Source: an optimization exercise on an open RTL-to-GDS flow (aim: small area and a short achievable clock period). Production flows keep margins and buffers that such runs may drop.

## circuit
module circuit (
  output [47:0] p,
  input  [17:0] a, b, d,
  input  [47:0] c,
  input  clk, rstn);
make LEC_CHECK=0 CAP_MARGIN=20 CORE_MARGIN=2 CORE_UTILIZATION=40 SLEW_MARGIN=20 finish   # period 7.0 ns
run.sh (not shown) runs the stock make flow with config.mk's settings and CLKGATE_MAP_FILE= SYNTH_SCRIPT=/design/flow/synth_recipe.tcl, a recipe that flattens the netlist after the stock synthesis.
Next try:
- SETUP_SLACK_MARGIN: default -> 4.4
What happened: Core utilization went up by 6.3 points. First-iteration DRC count came out higher by 40%. Flip-flop and latch count is unchanged. Die area stays the same. Design area came out higher by 13%. Count of clock-buffer cells in the layout goes down by 3.
No run of this note included a check of the RTL's function; only the layout flow was run.


## before
Another version of the RTL of circuit (not shown whole).
Size in the first run: ~1,700 cells after synthesis, ~410 flip-flops, roughly 150 I/O pins.
Settings: LEC_CHECK=0, CAP_MARGIN=20, CORE_MARGIN=2, CORE_UTILIZATION=65, CTS_CLUSTER_DIAMETER=80, CTS_CLUSTER_SIZE=25, SETUP_SLACK_MARGIN=4.6, SLEW_MARGIN=20, SYNTH_HIERARCHICAL=1; clock period 7.0 ns.
standard.sh (not shown) runs the stock make flow with config.mk's settings and CLKGATE_MAP_FILE= SYNTH_SCRIPT=/design/flow/synth_recipe.tcl, a recipe that flattens the netlist after the stock synthesis.
==> flow/flow/run.sh <==
#!/bin/bash
# Standard layout, with the port buffers made of buf_2 cells instead of the default delay buffer.
set -euo pipefail
export BUFFER_PORTS_ARGS="-buffer_cell sky130_fd_sc_hd__buf_2"
bash standard.sh > standard.log 2>&1
No stage failed in before, and the final checks on the layout all came back clean.
--- input diff before..after ---
Settings: CORE_UTILIZATION now 70, was 65.
## What came out
[compare] base=before new=after: last weighted congestion value of the routability-driven placer moved up, initial cell density of the core saw an increase, via count rose about 0.4%, wire length of the first global-routing pass +0.83%.
No functional check of the RTL was part of any run of this note.


circuit, a different RTL version from the one above (not shown whole).
Size: about 1,800 cells after synthesis, roughly 150 I/O pins, ~20,000 um^2 of cells after synthesis.
export LEC_CHECK = 0
export CAP_MARGIN = 20
export CORE_MARGIN = 2
export CORE_UTILIZATION = 65
export CTS_CLUSTER_DIAMETER = 80
export CTS_CLUSTER_SIZE = 25
export SETUP_SLACK_MARGIN = 4.7
export SLEW_MARGIN = 20
export SYNTH_HIERARCHICAL = 1
create_clock -name core_clock -period 7.0 [get_ports {clk}]
Scripts as last shown in full above: flow/flow/run.sh
Edit:
- CTS_CLUSTER_DIAMETER: 80 -> 60
- CTS_CLUSTER_SIZE: 25 -> 30
- SETUP_SLACK_MARGIN: 4.7 -> 4.6
Worst setup slack got worse by 0.041 ns. Flip-flop and latch count is unchanged. Clock-buffer cell count goes up by 5. Routed wire length grows by 4.6%. Maximum frequency fell by 1.7%. Global-route usage rose by 1.2 points. Via count came out higher by 0.96%. Synthesized area stays the same. Design area increases by 0.32%.
No run of this note included a check of the RTL's function; only the layout flow was run.


Another version of the RTL of circuit (not shown whole).
For scale: ~2000 cells after synthesis, roughly 430 flip-flops, about 150 I/O pins, about 21000 µm² of cells after synthesis.
Design circuit, start of the top module:
module circuit (
  output [47:0] p,
  input  [17:0] a, b, d,
  input  [47:0] c,
  input  clk, rstn);
Settings: LEC_CHECK=0, CAP_MARGIN=20, CORE_MARGIN=2, CORE_UTILIZATION=40, SETUP_SLACK_MARGIN=4.4, SLEW_MARGIN=20, SYNTH_HIERARCHICAL=1; clock period 7.0 ns.
Scripts as last shown in full above: flow/flow/run.sh
Edit:
CORE_UTILIZATION = 65   (was 40)
CTS_BUF_LIST = sky130_fd_sc_hd__clkbuf_8   (was not set)
SETUP_SLACK_MARGIN = 4.6   (was 4.4)
The changed run ran to the end with no violations.
Synthesized area stays the same.
Flip-flop and latch count does not change.
Cell area decreases slightly.
Non-clock buffer count came out higher by 3.
Routed wire length fell by a few percent.
Worst setup slack gets better by 0.097 ns.
Edit:
CORE_UTILIZATION = 40   (was 65)
CTS_BUF_LIST = not set   (was sky130_fd_sc_hd__clkbuf_8)
The new run passed the timing, DRC and antenna checks. Worst hold slack barely changes. Sequential cell count stays the same. Via count drops by 2.5%. Routed wire length climbs by 3.3%. Non-clock buffer count goes down by 2. Final area goes up by 2.0%. Final cell count rose by 7.7%. Sequential share of layout area went down by 0.78 points. Clock-buffer cell count decreases by 33. Area after synthesis is unchanged.
Edit:
CORE_UTILIZATION = 65   (was 40)
After rerunning: Critical path depth is unchanged; setup slack got worse by 0.0072 ns; global-route usage went up by 12 points; count of clock-buffer cells in the layout went down by 3; area after synthesis stays the same; worst hold slack stays flat; sequential cell count is unchanged.
No functional check of the RTL was part of any run of this note.


circuit with an RTL version that a note above also has.
For scale: roughly 1800 cells after synthesis, roughly 410 flip-flops, about 0.020 mm2 of cells after synthesis.
export LEC_CHECK = 0
export CAP_MARGIN = 20
export CORE_MARGIN = 2
export CORE_UTILIZATION = 65
export CTS_CLUSTER_DIAMETER = 80
export CTS_CLUSTER_SIZE = 25
export SETUP_SLACK_MARGIN = 4.6
export SLEW_MARGIN = 20
export SYNTH_HIERARCHICAL = 1
create_clock -name core_clock -period 7.0 [get_ports {clk}]
Scripts as last shown in full above: flow/flow/run.sh
The first run went through all stages and came out clean.
Change:
SETUP_SLACK_MARGIN = 4.5   (was 4.6)
Die area stays the same.
Global-route usage increases by 0.21 points.
Routed wire length is lower by 1.1%.
Worst setup slack degrades by 0.062 ns.
Final area went down by 1.6%.
Via count goes down by 1.3%.
Synthesized area stays the same.
Final cell count hardly moves.
Worst hold slack is about the same.
Change:
==> flow/flow/run.sh (replaced) <==
#!/bin/bash
# Standard layout, with the port buffers made of buf_1 cells instead of the default delay buffer.
set -euo pipefail
export BUFFER_PORTS_ARGS="-buffer_cell sky130_fd_sc_hd__buf_1"
bash standard.sh > standard.log 2>&1
SETUP_SLACK_MARGIN = 4.6   (was 4.5)
What happened:
- The changed run completed with no timing, DRC or antenna violations
- clock skew rises by 0.0041 ns
- design area goes up by 1.2%
- via count barely changes
- wire length drops by 0.54%
- global-route usage drops by 0.52 points
- register-to-register slack is better by 0.09 ns
- worst setup slack improves by 0.054 ns
Function was not checked in any run of this note: the RTL went through the layout flow alone.

-- port drivers added, routing unchanged --
The flow's constraints put no driver on any port. The routed layouts listed below were extracted and timed again, unchanged, in two steps. Step 1 sets driving cells, clkbuf_16 on the clock port and buf_2 on the other inputs (assumed; they add their load-dependent delay and slew). Step 2 also shifts input and output timing later by t, the mid clock arrival at the registers, as if the neighbouring blocks saw the same clock. a / b / c = ideal ports / drivers / drivers and shift; a / b = the first two.
run | t, ns | slack for setup (ns) | hold slack, ns | latest minus earliest clock arrival (ns) | worst register clock-pin slew, ns
the first run of note 1 | 0.609 | 3.117 / 3.117 / 2.801 | 0.325 / 0.325 / 0.325 | 0.031 / 0.032 | 0.06 / 0.06
the second run of note 1 | 0.607 | 3.401 / 3.401 / 3.401 | 0.326 / 0.326 / 0.326 | 0.039 / 0.039 | 0.08 / 0.08
before | 0.593 | 4.617 / 4.567 / 4.168 | 0.331 / 0.331 / 0.331 | 0.031 / 0.031 | 0.11 / 0.11
after | 0.584 | 4.612 / 4.561 / 4.236 | 0.333 / 0.333 / 0.333 | 0.026 / 0.026 | 0.11 / 0.11
the first run of note 3 | 0.591 | 4.618 / 4.565 / 4.283 | 0.325 / 0.325 / 0.325 | 0.031 / 0.031 | 0.11 / 0.11
the second run of note 3 | 0.623 | 4.577 / 4.524 / 4.188 | 0.334 / 0.334 / 0.334 | 0.020 / 0.020 | 0.10 / 0.10
the first run of note 4 | 0.646 | 4.466 / 4.466 / 4.187 | 0.325 / 0.325 / 0.325 | 0.027 / 0.026 | 0.07 / 0.07
the second run of note 4 | 0.656 | 4.562 / 4.515 / 4.204 | 0.322 / 0.322 / 0.322 | 0.038 / 0.038 | 0.06 / 0.06
the third run of note 4 | 0.625 | 4.589 / 4.528 / 4.190 | 0.322 / 0.322 / 0.322 | 0.022 / 0.022 | 0.06 / 0.06
the fourth run of note 4 | 0.625 | 4.582 / 4.526 / 4.194 | 0.324 / 0.324 / 0.324 | 0.035 / 0.035 | 0.06 / 0.06
the first run of note 5 | 0.577 | 4.616 / 4.563 / 4.186 | 0.332 / 0.332 / 0.332 | 0.023 / 0.023 | 0.10 / 0.10
the second run of note 5 | 0.587 | 4.553 / 4.543 / 4.170 | 0.333 / 0.333 / 0.333 | 0.023 / 0.022 | 0.10 / 0.10
the third run of note 5 | 0.595 | 4.607 / 4.553 / 4.211 | 0.333 / 0.333 / 0.333 | 0.021 / 0.021 | 0.10 / 0.10
After both steps setup and hold are still met in every run listed. For before, which loses most, drivers alone change the setup slack by -0.050 ns; drivers and shift together by -0.449 ns.
